This design comes from an exercise in tuning for small area, a short achievable clock period and few clock cycles per item on the open sky130 flow, not from production work.
At most, simulation tests tie the RTL to the original design; equivalence was not proved.
Power and IR drop assume default switching activity.

==> v34 <==
Design ECC_ENC_DEC, start of the top module:
module ECC_ENC_DEC
#(
parameter DATA_WIDTH = 32,
parameter AMBA_ADDR_WIDTH = 20,
parameter AMBA_WORD = 32
)
(
input wire clk,
input wire rst,
input wire [AMBA_ADDR_WIDTH-1:0] PADDR,
input wire [AMBA_WORD-1:0] PWDATA,
input wire PENABLE,
           PSEL,
           PWRITE,
output reg [AMBA_WORD-1:0] PRDATA,
output reg [DATA_WIDTH-1:0] data_out,
output reg operation_done,
output reg [1:0] num_of_errors
);
clock: 5.0 ns
lec_check: 0
cap_margin: 20
core_margin: 2
core_utilization: 40
cts_cluster_diameter: 100
cts_cluster_size: 25
setup_slack_margin: 2.95
slew_margin: 20
standard.sh (not shown) runs the stock make flow with config.mk's settings and CLKGATE_MAP_FILE= SYNTH_SCRIPT=/design/flow/synth_recipe.tcl, a recipe that flattens the netlist after the stock synthesis.
==> flow/flow/run.sh <==
#!/bin/bash
# The standard layout (standard.sh), with the port buffers made from buf_1 cells
# instead of the delay cell that buffer_ports picks by default.
set -euo pipefail
export BUFFER_PORTS_ARGS="-buffer_cell sky130_fd_sc_hd__buf_1"
bash standard.sh > standard.log 2>&1
==> inputs of v35, as changes to v34 <==
==> flow/flow/run.sh (replaced) <==
#!/bin/bash
# The standard layout (standard.sh), with two changes to the cells it may use:
#  - the port buffers are buf_1 cells instead of the delay cell buffer_ports picks by default;
#  - the 3-input XOR/XNOR cells are added to the platform's don't-use list, so that
#    synthesis and repair build the parity trees from 2-input XOR/XNOR cells.
set -euo pipefail
export BUFFER_PORTS_ARGS="-buffer_cell sky130_fd_sc_hd__buf_1"
DU=$(make -s -C "$FLOW_HOME" DESIGN_CONFIG="$PWD/config.mk" WORK_HOME="$PWD/orfs" print-DONT_USE_CELLS 2> print.log | sed -n 's/^DONT_USE_CELLS: //p')
[ -n "$DU" ]
DU="$DU sky130_fd_sc_hd__xnor3_1 sky130_fd_sc_hd__xnor3_2 sky130_fd_sc_hd__xnor3_4 sky130_fd_sc_hd__xor3_1 sky130_fd_sc_hd__xor3_2 sky130_fd_sc_hd__xor3_4"
echo "DONT_USE_CELLS=$DU" > dont_use.txt
bash standard.sh DONT_USE_CELLS="$DU" finish > standard.log 2>&1
Settings changed: SETUP_SLACK_MARGIN 2.95 to 2.9.
==> inputs of v19, as changes to v34 <==
Settings changed: SETUP_SLACK_MARGIN 2.95 to 3.0.
==> comparison table <==
quantity                                                                        v19                      v34                      v35
Result of the run                                           complete, no violations  complete, no violations  complete, no violations
Total global-route track usage                                               19.48%                   19.40%                   19.51%
Comb power                                                                  4.76 mW                  4.40 mW                  4.22 mW
Slew @ Worst Pin                                                          0.7330 ns                0.7527 ns                0.7950 ns
Tapcell count                                                                   390                      390                      384
Internal power contribution                                                5.258 mW                 5.045 mW                 4.889 mW
Kind of start point of the critical path                                   register               input port                 register
CP max FO                                                                         4                       28                        5
Detailed-route via count                                                      8,297                    7,935                    7,932
Combinational share of power                                                  54.8%                    53.0%                    51.9%
Final-layout clock buffer total                                                  19                       18                       18
Latest clock arrival within the worst-skew pair                             0.49 ns                  0.48 ns                  0.49 ns
Cell area after placement                                             0.01254 sq mm            0.01253 sq mm            0.01238 sq mm
Initial Utilization                                                          40.44%                   40.44%                   40.89%
Clk pwr                                                                     1.06 mW                  1.06 mW                  1.08 mW
Unique masters post-synth                                                        60                       60                       55
Share of final layout cell area taken by non-clock buffers                   9.364%                   7.044%                   5.044%
Share of the final layout cell area in sequential cells                      35.58%                   37.18%                   38.33%
Bufs and invs on worst path                                                       1                        2                        0
Top-area cell type share of the netlist area                                 27.00%                   27.00%                   27.36%
Post-route cell area                                                  0.01420 sq mm            0.01353 sq mm            0.01307 sq mm
Testbench counts of v34, summed over its fixed seeds: cycles 12,384, ops 1,920.
Testbench counts of v35, summed over its fixed seeds: cycles 12,384, ops 1,920.
Testbench counts of v19, summed over its fixed seeds: cycles 12,384, ops 1,920.

==> v1 <==
Another version of the RTL of ECC_ENC_DEC (not shown whole).
Settings: LEC_CHECK=0, CAP_MARGIN=20, CORE_MARGIN=2, CORE_UTILIZATION=40, CTS_CLUSTER_DIAMETER=100, CTS_CLUSTER_SIZE=25, SETUP_SLACK_MARGIN=3.0, SLEW_MARGIN=20; clock period 5.0 ns.
==> flow/flow/run.sh <==
#!/bin/bash
# The standard layout (standard.sh), with the port buffers made from buf_1 cells
# instead of the delay cell that buffer_ports picks by default.
set -euo pipefail
export BUFFER_PORTS_ARGS="-buffer_cell sky130_fd_sc_hd__buf_1"
bash standard.sh > standard.log 2>&1
==> inputs of v17, as changes to v1 <==
--- a/flow/design.v
+++ b/flow/design.v
@@ -16,30 +16,37 @@
            PWRITE,
 output reg [AMBA_WORD-1:0] PRDATA,
 output reg [DATA_WIDTH-1:0] data_out,
 output reg operation_done,
 output reg [1:0] num_of_errors
 );
 reg [31:0] CTRL_REG, DATA_IN_REG, CODEWORD_WIDTH_REG, NOISE_REG;
-wire wr = PSEL & PENABLE & PWRITE;
+reg [3:0] we;
+always @(posedge clk or negedge rst) begin : wr_decode
+  if (!rst) we <= 4'd0;
+  else begin
+    we[0] <= PSEL & ~PENABLE & PWRITE & (PADDR[3:2] == 2'b00);
+    we[1] <= PSEL & ~PENABLE & PWRITE & (PADDR[3:2] == 2'b01);
+    we[2] <= PSEL & ~PENABLE & PWRITE & (PADDR[3:2] == 2'b10);
+    we[3] <= PSEL & ~PENABLE & PWRITE & (PADDR[3:2] == 2'b11);
+  end
+end
 always @(posedge clk or negedge rst) begin : regs
   if (!rst) begin
     CTRL_REG <= 32'd0; DATA_IN_REG <= 32'd0; CODEWORD_WIDTH_REG <= 32'd0; NOISE_REG <= 32'd0;
-  end else if (wr) begin
-    case (PADDR[3:2])
-      2'b00: CTRL_REG <= PWDATA;
-      2'b01: DATA_IN_REG <= PWDATA;
-      2'b10: CODEWORD_WIDTH_REG <= PWDATA;
-      default: NOISE_REG <= PWDATA;
-    endcase
+  end else begin
+    if (we[0]) CTRL_REG <= PWDATA;
+    if (we[1]) DATA_IN_REG <= PWDATA;
+    if (we[2]) CODEWORD_WIDTH_REG <= PWDATA;
+    if (we[3]) NOISE_REG <= PWDATA;
   end
 end
 always @(posedge clk or negedge rst) begin : done_reg
   if (!rst) operation_done <= 1'b0;
-  else operation_done <= wr & (PADDR[3:2] == 2'b00);
+  else operation_done <= we[0];
 end
 always @(posedge clk) begin : rd
   case (PADDR[3:2])
     2'b00: PRDATA <= CTRL_REG;
     2'b01: PRDATA <= DATA_IN_REG;
     2'b10: PRDATA <= CODEWORD_WIDTH_REG;
     default: PRDATA <= NOISE_REG;
@@ -80,30 +87,30 @@
 wire ee6 = (D[18] ^ D[21]);
 wire ea7 = (D[23] ^ D[25]);
 wire eb7 = (D[24] ^ D[25]);
 wire eg7 = ((ea7 ^ D[24]) ^ D[22]);
 wire ee7 = (D[23] ^ D[24]);
 wire eS0 = (ea0 ^ ea1);
 wire eM0 = eS0 ^ (ea2 ^ ea3);
-wire eL0 = eM0 ^ ((ea4 ^ ea5) ^ (ea6 ^ ea7));
+wire eL0 = ((((D[0] ^ D[1]) ^ (D[3] ^ D[4])) ^ ((D[6] ^ D[8]) ^ (D[10] ^ D[11]))) ^ (((D[13] ^ D[15]) ^ (D[17] ^ D[19])) ^ ((D[21] ^ D[23]) ^ D[25])));
 wire eS1 = (eb0 ^ eb1);
 wire eM1 = eS1 ^ (eb2 ^ eb3);
-wire eL1 = eM1 ^ ((eb4 ^ eb5) ^ (eb6 ^ eb7));
+wire eL1 = ((((D[0] ^ D[2]) ^ (D[3] ^ D[5])) ^ ((D[6] ^ D[9]) ^ (D[10] ^ D[12]))) ^ (((D[13] ^ D[16]) ^ (D[17] ^ D[20])) ^ ((D[21] ^ D[24]) ^ D[25])));
 wire eS2 = eg1;
 wire eM2 = eS2 ^ eg3;
-wire eL2 = eM2 ^ (eg5 ^ eg7);
+wire eL2 = ((((D[1] ^ D[2]) ^ (D[3] ^ D[7])) ^ ((D[8] ^ D[9]) ^ (D[10] ^ D[14]))) ^ (((D[15] ^ D[16]) ^ (D[17] ^ D[22])) ^ ((D[23] ^ D[24]) ^ D[25])));
 wire eS3 = 1'b0;
 wire eM3 = eS3 ^ (eg2 ^ eg3);
-wire eL3 = eM3 ^ (eg6 ^ eg7);
+wire eL3 = ((((D[4] ^ D[5]) ^ (D[6] ^ D[7])) ^ ((D[8] ^ D[9]) ^ (D[10] ^ D[18]))) ^ (((D[19] ^ D[20]) ^ (D[21] ^ D[22])) ^ ((D[23] ^ D[24]) ^ D[25])));
 wire eS4 = 1'b0;
 wire eM4 = eS4 ^ 1'b0;
-wire eL4 = eM4 ^ ((eg4 ^ eg5) ^ (eg6 ^ eg7));
+wire eL4 = ((((D[11] ^ D[12]) ^ (D[13] ^ D[14])) ^ ((D[15] ^ D[16]) ^ (D[17] ^ D[18]))) ^ (((D[19] ^ D[20]) ^ (D[21] ^ D[22])) ^ ((D[23] ^ D[24]) ^ D[25])));
 wire pS = (ee0 ^ ee1);
 wire pM = pS ^ (ee2 ^ ee3);
-wire pL = pM ^ ((ee4 ^ ee5) ^ (ee6 ^ ee7));
+wire pL = ((((D[0] ^ D[1]) ^ (D[2] ^ D[4])) ^ ((D[5] ^ D[7]) ^ (D[10] ^ D[11]))) ^ (((D[12] ^ D[14]) ^ (D[17] ^ D[18])) ^ ((D[21] ^ D[23]) ^ D[24])));
 wire [4:0] encC = wS ? {2'b00, eS2, eS1, eS0} : wM ? {1'b0, eM3, eM2, eM1, eM0} : {eL4, eL3, eL2, eL1, eL0};
 wire encP = wS ? pS : wM ? pM : pL;
 wire d0a0 = D[4];
 wire d0b0 = D[4];
 wire d0g0 = d0a0;
 wire d0e0 = D[4];
 wire d0a1 = (D[5] ^ D[7]);
==> flow/flow/run.sh (replaced) <==
#!/bin/bash
# The standard layout (standard.sh), with two changes to the cells it may use:
#  - the port buffers are buf_1 cells instead of the delay cell buffer_ports picks by default;
#  - the 3-input XOR/XNOR cells are added to the platform's don't-use list, so that
#    synthesis and repair build the parity trees from 2-input XOR/XNOR cells.
set -euo pipefail
export BUFFER_PORTS_ARGS="-buffer_cell sky130_fd_sc_hd__buf_1"
DU=$(make -s -C "$FLOW_HOME" DESIGN_CONFIG="$PWD/config.mk" WORK_HOME="$PWD/orfs" print-DONT_USE_CELLS 2> print.log | sed -n 's/^DONT_USE_CELLS: //p')
[ -n "$DU" ]
DU="$DU sky130_fd_sc_hd__xnor3_1 sky130_fd_sc_hd__xnor3_2 sky130_fd_sc_hd__xnor3_4 sky130_fd_sc_hd__xor3_1 sky130_fd_sc_hd__xor3_2 sky130_fd_sc_hd__xor3_4"
echo "DONT_USE_CELLS=$DU" > dont_use.txt
bash standard.sh DONT_USE_CELLS="$DU" finish > standard.log 2>&1
SETUP_SLACK_MARGIN = 2.95   (was 3.0)
==> notes.md <==
P_leak: v17 0.00500 µW; v1 0.00546 µW
Longest individual stage delay on the worst path: v17 0.41 ns; v1 0.44 ns
Worst IR Drop VDD: v17 0.000262 V; v1 0.000311 V
Average instance area after synthesis: v17 11.2 µm²; v1 11.6 µm²
Average wire length per cell after detail routing: v17 20.3 µm; v1 20.4 µm
Met2 track utilization from global routing: v17 30.7%; v1 30.0%
Layout buffering overhead excluding clock cells: v17 5.47%; v1 8.79%
Worst clock skew: v17 0.0151 ns; v1 0.0203 ns
Clock-pin slew of the registers on the worst-case setup and hold paths: v17 0.09 ns; v1 0.10 ns
GR Util All Layers: v17 19.7%; v1 19.5%
Fraction of post-synthesis cell area in the top cell type by area: v17 28.0%; v1 27.2%
Outcome: v17 complete, no violations; v1 complete, no violations
Maximum fanout encountered on the critical timing path: v17 43; v1 13
Post-place instance area: v17 12400 µm²; v1 12500 µm²
Int Pwr: v17 4890 µW; v1 5310 µW
Overall die width: v17 176 µm; v1 176 µm
Worst path setup slack after routing: v17 3.01 ns; v1 2.99 ns
Maximum operating frequency: v17 0.502 GHz; v1 0.497 GHz
Worst slack on hold paths: v17 0.510 ns; v1 0.406 ns
Syn Nets: v17 1119; v1 1077
Simple-gate share of the synthesized area: v17 5.49%; v1 5.71%
Number of CTS-inserted buffers: v17 12; v1 13
Testbench counts of v17, summed over its fixed seeds: cycles 12,384, ops 1,920.
Only the layout flow was run in v1; the RTL was not checked for function there.

==> job 4720 <==
ECC_ENC_DEC, a different RTL version from the one above (not shown whole).
clock: 5.0 ns
lec_check: 0
cap_margin: 20
core_margin: 2
core_utilization: 40
cts_cluster_diameter: 100
cts_cluster_size: 25
setup_slack_margin: 2.96
slew_margin: 20
==> flow/flow/run.sh <==
#!/bin/bash
# The standard layout (standard.sh), with two changes to the cells it may use:
#  - the port buffers are buf_1 cells instead of the delay cell buffer_ports picks by default;
#  - the 3-input XOR/XNOR cells are added to the platform's don't-use list, so that
#    synthesis and repair build the parity trees from 2-input XOR/XNOR cells.
set -euo pipefail
export BUFFER_PORTS_ARGS="-buffer_cell sky130_fd_sc_hd__buf_1"
DU=$(make -s -C "$FLOW_HOME" DESIGN_CONFIG="$PWD/config.mk" WORK_HOME="$PWD/orfs" print-DONT_USE_CELLS 2> print.log | sed -n 's/^DONT_USE_CELLS: //p')
[ -n "$DU" ]
DU="$DU sky130_fd_sc_hd__xnor3_1 sky130_fd_sc_hd__xnor3_2 sky130_fd_sc_hd__xnor3_4 sky130_fd_sc_hd__xor3_1 sky130_fd_sc_hd__xor3_2 sky130_fd_sc_hd__xor3_4"
echo "DONT_USE_CELLS=$DU" > dont_use.txt
bash standard.sh DONT_USE_CELLS="$DU" finish > standard.log 2>&1
==> inputs of job 5744, as changes to job 4720 <==
--- a/flow/design.v
+++ b/flow/design.v
@@ -58,16 +58,26 @@
     2'b00: PRDATA <= CTRL_REG;
     2'b01: PRDATA <= DATA_IN_REG;
     2'b10: PRDATA <= CODEWORD_WIDTH_REG;
     default: PRDATA <= NOISE_REG;
   endcase
 end
+reg nSc, cM, cL;
+always @(posedge clk or negedge rst) begin : width_copy
+  if (!rst) begin
+    nSc <= 1'b0; cM <= 1'b0; cL <= 1'b0;
+  end else if (we[2]) begin
+    nSc <= PWDATA[1] | PWDATA[0];
+    cM <= ~PWDATA[1] & PWDATA[0];
+    cL <= PWDATA[1] & ~PWDATA[0];
+  end
+end
+wire cS = ~nSc;
 wire wS = ~CODEWORD_WIDTH_REG[1] & ~CODEWORD_WIDTH_REG[0];
 wire wM = ~CODEWORD_WIDTH_REG[1] &  CODEWORD_WIDTH_REG[0];
 wire wL =  CODEWORD_WIDTH_REG[1];
-wire cS = wS, cM = wM, cL = wL;
 wire [31:0] D = DATA_IN_REG;
 wire [31:0] N = NOISE_REG;
 wire ea0 = D[0];
 wire eb0 = D[0];
 wire eg0 = ea0;
 wire ee0 = D[0];
@@ -282,48 +292,18 @@
 wire m_dec = ~mode[1] & mode[0];
 wire m_fc  =  mode[1];
 wire [4:0] s = ({5{m_dec}} & sD) | ({5{m_fc}} & sN);
 wire p = (m_dec & (pDa ^ pDb)) | (m_fc & (pNa ^ pNb));
 wire [1:0] nof = {~p & (|s), p};
 wire d_dec = ddec, d_fc = ~nfc;
-wire sD_ = ~d_dec & cS, sM_ = ~d_dec & cM, sL_ = ~d_dec & cL;       
-wire dA = d_dec, dB = d_dec & ~cS, dC = d_dec & cL;                   
-wire fA = d_fc, fB = d_fc & ~cS, fC = d_fc & cL;                      
-wire [31:0] x;
-assign x[0] = ((sD_ & cE[0]) | (sM_ & cE[0]) | (sL_ & cE[0]) | (dA & D[0])) ^ (fA & N[0]);
-assign x[1] = ((sD_ & cE[1]) | (sM_ & cE[1]) | (sL_ & cE[1]) | (dA & D[1])) ^ (fA & N[1]);
-assign x[2] = ((sD_ & cE[2]) | (sM_ & cE[2]) | (sL_ & cE[2]) | (dA & D[2])) ^ (fA & N[2]);
-assign x[3] = ((sD_ & pE) | (sM_ & cE[3]) | (sL_ & cE[3]) | (dA & D[3])) ^ (fA & N[3]);
-assign x[4] = ((sD_ & D[0]) | (sM_ & pE) | (sL_ & cE[4]) | (dA & D[4])) ^ (fA & N[4]);
-assign x[5] = ((sD_ & D[1]) | (sM_ & D[0]) | (sL_ & pE) | (dA & D[5])) ^ (fA & N[5]);
-assign x[6] = ((sD_ & D[2]) | (sM_ & D[1]) | (sL_ & D[0]) | (dA & D[6])) ^ (fA & N[6]);
-assign x[7] = ((sD_ & D[3]) | (sM_ & D[2]) | (sL_ & D[1]) | (dA & D[7])) ^ (fA & N[7]);
-assign x[8] = ((sM_ & D[3]) | (sL_ & D[2]) | (dB & D[8])) ^ (fB & N[8]);
-assign x[9] = ((sM_ & D[4]) | (sL_ & D[3]) | (dB & D[9])) ^ (fB & N[9]);
-assign x[10] = ((sM_ & D[5]) | (sL_ & D[4]) | (dB & D[10])) ^ (fB & N[10]);
-assign x[11] = ((sM_ & D[6]) | (sL_ & D[5]) | (dB & D[11])) ^ (fB & N[11]);
-assign x[12] = ((sM_ & D[7]) | (sL_ & D[6]) | (dB & D[12])) ^ (fB & N[12]);
-assign x[13] = ((sM_ & D[8]) | (sL_ & D[7]) | (dB & D[13])) ^ (fB & N[13]);
-assign x[14] = ((sM_ & D[9]) | (sL_ & D[8]) | (dB & D[14])) ^ (fB & N[14]);
-assign x[15] = ((sM_ & D[10]) | (sL_ & D[9]) | (dB & D[15])) ^ (fB & N[15]);
-assign x[16] = ((sL_ & D[10]) | (dC & D[16])) ^ (fC & N[16]);
-assign x[17] = ((sL_ & D[11]) | (dC & D[17])) ^ (fC & N[17]);
-assign x[18] = ((sL_ & D[12]) | (dC & D[18])) ^ (fC & N[18]);
-assign x[19] = ((sL_ & D[13]) | (dC & D[19])) ^ (fC & N[19]);
-assign x[20] = ((sL_ & D[14]) | (dC & D[20])) ^ (fC & N[20]);
-assign x[21] = ((sL_ & D[15]) | (dC & D[21])) ^ (fC & N[21]);
-assign x[22] = ((sL_ & D[16]) | (dC & D[22])) ^ (fC & N[22]);
-assign x[23] = ((sL_ & D[17]) | (dC & D[23])) ^ (fC & N[23]);
-assign x[24] = ((sL_ & D[18]) | (dC & D[24])) ^ (fC & N[24]);
-assign x[25] = ((sL_ & D[19]) | (dC & D[25])) ^ (fC & N[25]);
-assign x[26] = ((sL_ & D[20]) | (dC & D[26])) ^ (fC & N[26]);
-assign x[27] = ((sL_ & D[21]) | (dC & D[27])) ^ (fC & N[27]);
-assign x[28] = ((sL_ & D[22]) | (dC & D[28])) ^ (fC & N[28]);
-assign x[29] = ((sL_ & D[23]) | (dC & D[29])) ^ (fC & N[29]);
-assign x[30] = ((sL_ & D[24]) | (dC & D[30])) ^ (fC & N[30]);
-assign x[31] = ((sL_ & D[25]) | (dC & D[31])) ^ (fC & N[31]);
+wire [25:0] g = D[25:0] & {26{~d_dec}};
+wire [4:0] lo = cE & {5{~d_dec}};
+wire pb = pE & ~d_dec;
+wire [31:0] ecw = ({32{cS}} & {24'd0, g[3:0], pb, lo[2:0]}) | ({32{cM}} & {16'd0, g[10:0], pb, lo[3:0]}) | ({32{cL}} & {g, pb, lo});
+wire [31:0] nmask = {{16{cL}}, {8{cM | cL}}, 8'hff};
+wire [31:0] t = (({32{d_dec}} & D) | ({32{d_fc}} & N)) & nmask;
 wire [31:0] fix;
 assign fix[0] = p & ((cS & (s == 5'd1)) | (cM & (s == 5'd1)) | (cL & (s == 5'd1)));
 assign fix[1] = p & ((cS & (s == 5'd2)) | (cM & (s == 5'd2)) | (cL & (s == 5'd2)));
 assign fix[2] = p & ((cS & (s == 5'd4)) | (cM & (s == 5'd4)) | (cL & (s == 5'd4)));
 assign fix[3] = p & ((cS & (s == 5'd0)) | (cM & (s == 5'd8)) | (cL & (s == 5'd8)));
 assign fix[4] = p & ((cS & (s == 5'd3)) | (cM & (s == 5'd0)) | (cL & (s == 5'd16)));
@@ -352,10 +332,10 @@
 assign fix[27] = p & ((cL & (s == 5'd27)));
 assign fix[28] = p & ((cL & (s == 5'd28)));
 assign fix[29] = p & ((cL & (s == 5'd29)));
 assign fix[30] = p & ((cL & (s == 5'd30)));
 assign fix[31] = p & ((cL & (s == 5'd31)));
 always @(posedge clk) begin : stage2
-  data_out <= x ^ fix;
+  data_out <= (ecw ^ t) ^ fix;
   num_of_errors <= nof;
 end
 endmodule
CORE_UTILIZATION = 50   (was 40)
SETUP_SLACK_MARGIN = 2.9   (was 2.96)
==> notes.md <==
post-layout util 45.8%; status complete, no violations; WL final 28,100 um; crit path time final 2.00 ns; clock buffers 20; Peak VDD IR 0.263 mV; Reg-to-Reg Start mode[0]
That was job 4720.
==> notes.md <==
status complete, no violations; Peak VDD IR 0.392 mV; post-layout util 55.6%; WL final 29,000 um; clock buffers 19
That was job 5744.
Testbench counts of job 4720, summed over its fixed seeds: cycles 12,384, ops 1,920.
Testbench counts of job 5744, summed over its fixed seeds: cycles 12,384, ops 1,920.

==> afterwards: timing with drivers on the ports <==
How much do the figures lean on ideal ports? The routed layouts below were timed once more, with nothing changed but the port constraints. Step 1: set_driving_cell puts a clkbuf_16 on clk and a buf_2 on each other input, an assumption about the parent block. Step 2 also shifts input and output timing later by t, the mid clock arrival at the registers, as if the neighbouring blocks saw the same clock. a / b / c = no drivers / after step 1 / after step 2; a / b = the first two.
run	t (ns)	setup WS [ns]	hold WS [ns]
v34	0.526	2.994 / 2.975 / 2.478	0.510 / 0.510 / 0.510
v35	0.532	2.949 / 2.949 / 2.446	0.514 / 0.499 / 0.514
v19	0.528	3.003 / 2.990 / 2.517	0.508 / 0.508 / 0.508
v1	0.534	2.986 / 2.977 / 2.568	0.406 / 0.379 / 0.510
v17	0.534	3.006 / 2.970 / 2.647	0.510 / 0.510 / 0.510
job 4720	0.528	3.002 / 2.953 / 2.541	0.387 / 0.387 / 0.387
job 5744	0.529	2.874 / 2.874 / 2.502	0.388 / 0.388 / 0.388
After both steps setup and hold are still met in every run listed. The setup slack of v34, which loses most, moves by -0.019 ns with the drivers and by -0.516 ns with both steps.
